What follows belongs to an exercise in optimizing a design on an open flow for small area; a production flow would make more cautious choices.
Only simulation tests tie the RTL to the original design; equivalence was not proved.
Power is estimated from default activity; no workload was simulated.

== run 1 ==
## UNIT_FINAL
module UNIT_FINAL(clk, reset, tr1, tr2, tr3, tr4, ov, uv, TEM, db, col1, col2, col3, col4,
            ad_in, adclk, cs_n, K_1, K_2, K_3, K_4, K_5, rcvd, sent,
            LED1, LED2, LED3, LED4, LED5, LED6, LED7, LED8, LED9, LED10);
	input	clk;
	input	reset;
	input	tr1, tr2, tr3, tr4;
	input	ov, db, uv, TEM;
	input	col1, col2, col3, col4;
	input	rcvd;
	input	ad_in;
	output	adclk, cs_n;
	output	sent;
	output	K_1, K_2, K_3, K_4, K_5;
	output	LED1, LED2, LED3, LED4, LED5, LED6, LED7, LED8, LED9, LED10;
	reg		LED1, LED2, LED3, LED4, LED5, LED6, LED7, LED8, LED9, LED10;
	reg		K_1, K_2, K_3, K_4;
	assign	K_5 = 1'b0;
	function [8:0] lfsr9;
		input [8:0] s;
		lfsr9 = {s[7:0], ~(s[8] ^ s[4])};
	endfunction
	function [13:0] lfsr14;
		input [13:0] s;
		lfsr14 = {s[12:0], ~(s[13] ^ s[4] ^ s[2] ^ s[0])};
	endfunction
	function [14:0] lfsr15;
		input [14:0] s;
		lfsr15 = {s[13:0], ~(s[14] ^ s[13])};
	endfunction
	function [15:0] updn16;
		input [15:0] v;
		input up;
		integer i;
		reg c;
		begin
		c = 1'b1;
		for(i = 0; i < 16; i = i + 1)
			begin
			updn16[i] = v[i] ^ c;
			c = c & (v[i] == up);
			end
		end
	endfunction
	function [8:0] updn9;
		input [8:0] v;
		input up;
		integer i;
		reg c;
		begin
  ...
Size in the first run: ~360 flip-flops, about 34 I/O pins, ~0.016 sq mm of cells after synthesis.
Settings: LEC_CHECK=0, CAP_MARGIN=0, CORE_MARGIN=2, CORE_UTILIZATION=65, CTS_BUF_LIST=sky130_fd_sc_hd__clkbuf_8, CTS_CLUSTER_DIAMETER=60, CTS_CLUSTER_SIZE=16, GPL_TIMING_DRIVEN=0, SLEW_MARGIN=0; clock period 6.0 ns.
standard.sh (not shown) runs the stock make flow with config.mk's settings and CLKGATE_MAP_FILE= SYNTH_SCRIPT=/design/flow/synth_recipe.tcl, a recipe that flattens the netlist after the stock synthesis.
==> flow/flow/run.sh <==
#!/bin/bash
# Layout flow: the standard ORFS flow, with synthesis mapped for area.
# Synthesis runs the standard script (standard.sh synth, synth_recipe.tcl)
# with three ORFS settings changed:
#  - ABC_AREA=1 with an area-only ABC script (flow/abc_area.script),
#  - ADDER_MAP_FILE empty: no full/half-adder cell extraction,
#  - SYNTH_OPERATIONS_ARGS set: no Kogge-Stone carry-lookahead mapping.
# Registers are mapped by dfflibmap before ABC, exactly as in the
# standard synthesis. After synthesis the standard flow runs, with the
# clock tree built without dummy loads (flow/cts_args) and buf_1 cells
# as the input and output port buffers.
set -euo pipefail
S="$PWD/scripts_area"
rm -rf "$S"
cp -r "$FLOW_HOME/scripts" "$S"
cp flow/abc_area.script "$S/abc_area.script"
bash standard.sh SCRIPTS_DIR="$S" ABC_AREA=1 ADDER_MAP_FILE= \
    SYNTH_OPERATIONS_ARGS=-nofsm synth > synth.log 2>&1
bash standard.sh "CTS_ARGS=$(cat flow/cts_args)" \
    "BUFFER_PORTS_ARGS=-buffer_cell sky130_fd_sc_hd__buf_1" > layout.log 2>&1
==> flow/flow/abc_area.script <==
strash
dc2
dc2
dch -f
amap -m -F 2 -A 8
topo
stime -c
==> flow/flow/cts_args <==
-sink_clustering_enable -repair_clock_nets -sink_clustering_size 16 -sink_clustering_max_diameter 60 -buf_list sky130_fd_sc_hd__clkbuf_8 -dont_use_dummy_load
Every stage of the flow completed for run 1, and the final layout passed the timing, DRC and antenna checks.
Inputs modified between run 1 and run 2:
--- a/flow/flow/run.sh
+++ b/flow/flow/run.sh
@@ -5 +5,2 @@
-#  - ABC_AREA=1 with an area-only ABC script (flow/abc_area.script),
+#  - ABC_AREA=1 with an area-only ABC script (flow/abc_area.script:
+#    deepsyn logic restructuring, then area-only cell mapping),
==> flow/flow/abc_area.script <==
strash
&get -n
&deepsyn -T 120
&put
dch -f
amap -m -F 2 -A 8
topo
stime -c
### Flow results
Comparing run 2 and run 1, setup slack is higher on run 2.
Run 1 has a higher arrival time of the worst setup path than run 2.
Run 2 vs run 1: utilization down in run 2
Side by side, area of the multi-input gates turned out lower in run 2 than in run 1.
Run 2 against run 1: post-synth design cell area now smaller, design area has decreased.
Run 2 vs run 1: combinational power down by more than 10%
Run 2: number of cells on the worst reg-to-reg path is 2.9% lower than what run 1 reported.
Looking at run 2 and run 1, the final sequential cell count is a wash.
Largest vdd supply drop: run 2 < run 1
--- input diff run 2..run 3 ---
- swapping 0 for 20 in SLEW_MARGIN
- swapping 0 for 20 in CAP_MARGIN
--- a/flow/flow/run.sh
+++ b/flow/flow/run.sh
@@ -5,2 +5 @@
-#  - ABC_AREA=1 with an area-only ABC script (flow/abc_area.script:
-#    deepsyn logic restructuring, then area-only cell mapping),
+#  - ABC_AREA=1 with an area-only ABC script (flow/abc_area.script),
==> flow/flow/abc_area.script <==
strash
dc2
dc2
dch -f
amap -m -F 2 -A 8
topo
stime -c
Results
- Run 3 has simple-gate area share of the yosys netlist above what run 2 had.
- Changes observed in run 3 relative to run 2: met2 demand-to-capacity share in global routing higher, static power due to leakage roughly the same, post-synthesis share of cell area spent on xor and xnor gates roughly the same, total power higher.
- Switching fraction of total power (lower): run 2
- Per the comparison of run 3 with run 2, number of distinct library cells after synthesis went down by 3.5%, setup slack on the worst flop-to-flop path went down by 0.12 ns.
- Every run (run 3 and run 2) finished clean.
- Summary of run 3 over run 2: final area has increased, total number of clock tree sinks has remained practically unchanged.
[inputs] run 4 vs run 3
- CORE_UTILIZATION now 55, was 65
- GPL_TIMING_DRIVEN no longer set, was 0
--- a/flow/flow/run.sh
+++ b/flow/flow/run.sh
@@ -10,2 +10 @@
-# clock tree built without dummy loads (flow/cts_args) and buf_1 cells
-# as the input and output port buffers.
+# clock tree built without dummy loads (flow/cts_args).
@@ -19,2 +18 @@
-bash standard.sh "CTS_ARGS=$(cat flow/cts_args)" \
-    "BUFFER_PORTS_ARGS=-buffer_cell sky130_fd_sc_hd__buf_1" > layout.log 2>&1
+bash standard.sh "CTS_ARGS=$(cat flow/cts_args)" > layout.log 2>&1
In the flow results for run 3 and run 4, the worst hold slack is larger on run 4. Diff run 3 and run 4: slew at the pin closest to its max-slew limit lower in run 3. As far as power consumed by the clock network is concerned, run 3 and run 4 perform about the same. The setup slack of run 4 is larger than that of run 3.

## what the ideal ports hide
The flow's constraints put no driver on any port. The routed layouts listed below were extracted and timed again, unchanged, in two steps. Step 1: set_driving_cell puts a clkbuf_16 on clk and a buf_2 on each other input, an assumption about the parent block. Step 2 moves the port delays by t, midway between the first and last clock arrival at a register: inputs arrive t later, outputs are due t later. That takes back most of the time a late clock gives input paths. Three values: no drivers, after step 1, after step 2; two values: the first two.
run	t, ns	setup slack, ns	hold slack, ns	latest minus earliest clock arrival (ns)	worst slew at a driven data input, ns
run 1	0.631	0.772 / 0.772 / 0.772	0.123 / 0.123 / 0.123	0.056 / 0.057	0.04
run 2	0.629	0.887 / 0.887 / 0.887	0.178 / 0.178 / 0.178	0.103 / 0.103	0.07
run 3	0.639	0.765 / 0.765 / 0.765	0.122 / 0.122 / 0.122	0.047 / 0.047	0.04
run 4	0.647	1.011 / 1.011 / 1.011	0.180 / 0.180 / 0.180	0.042 / 0.042	0.03
After both steps every run listed still meets setup and hold.
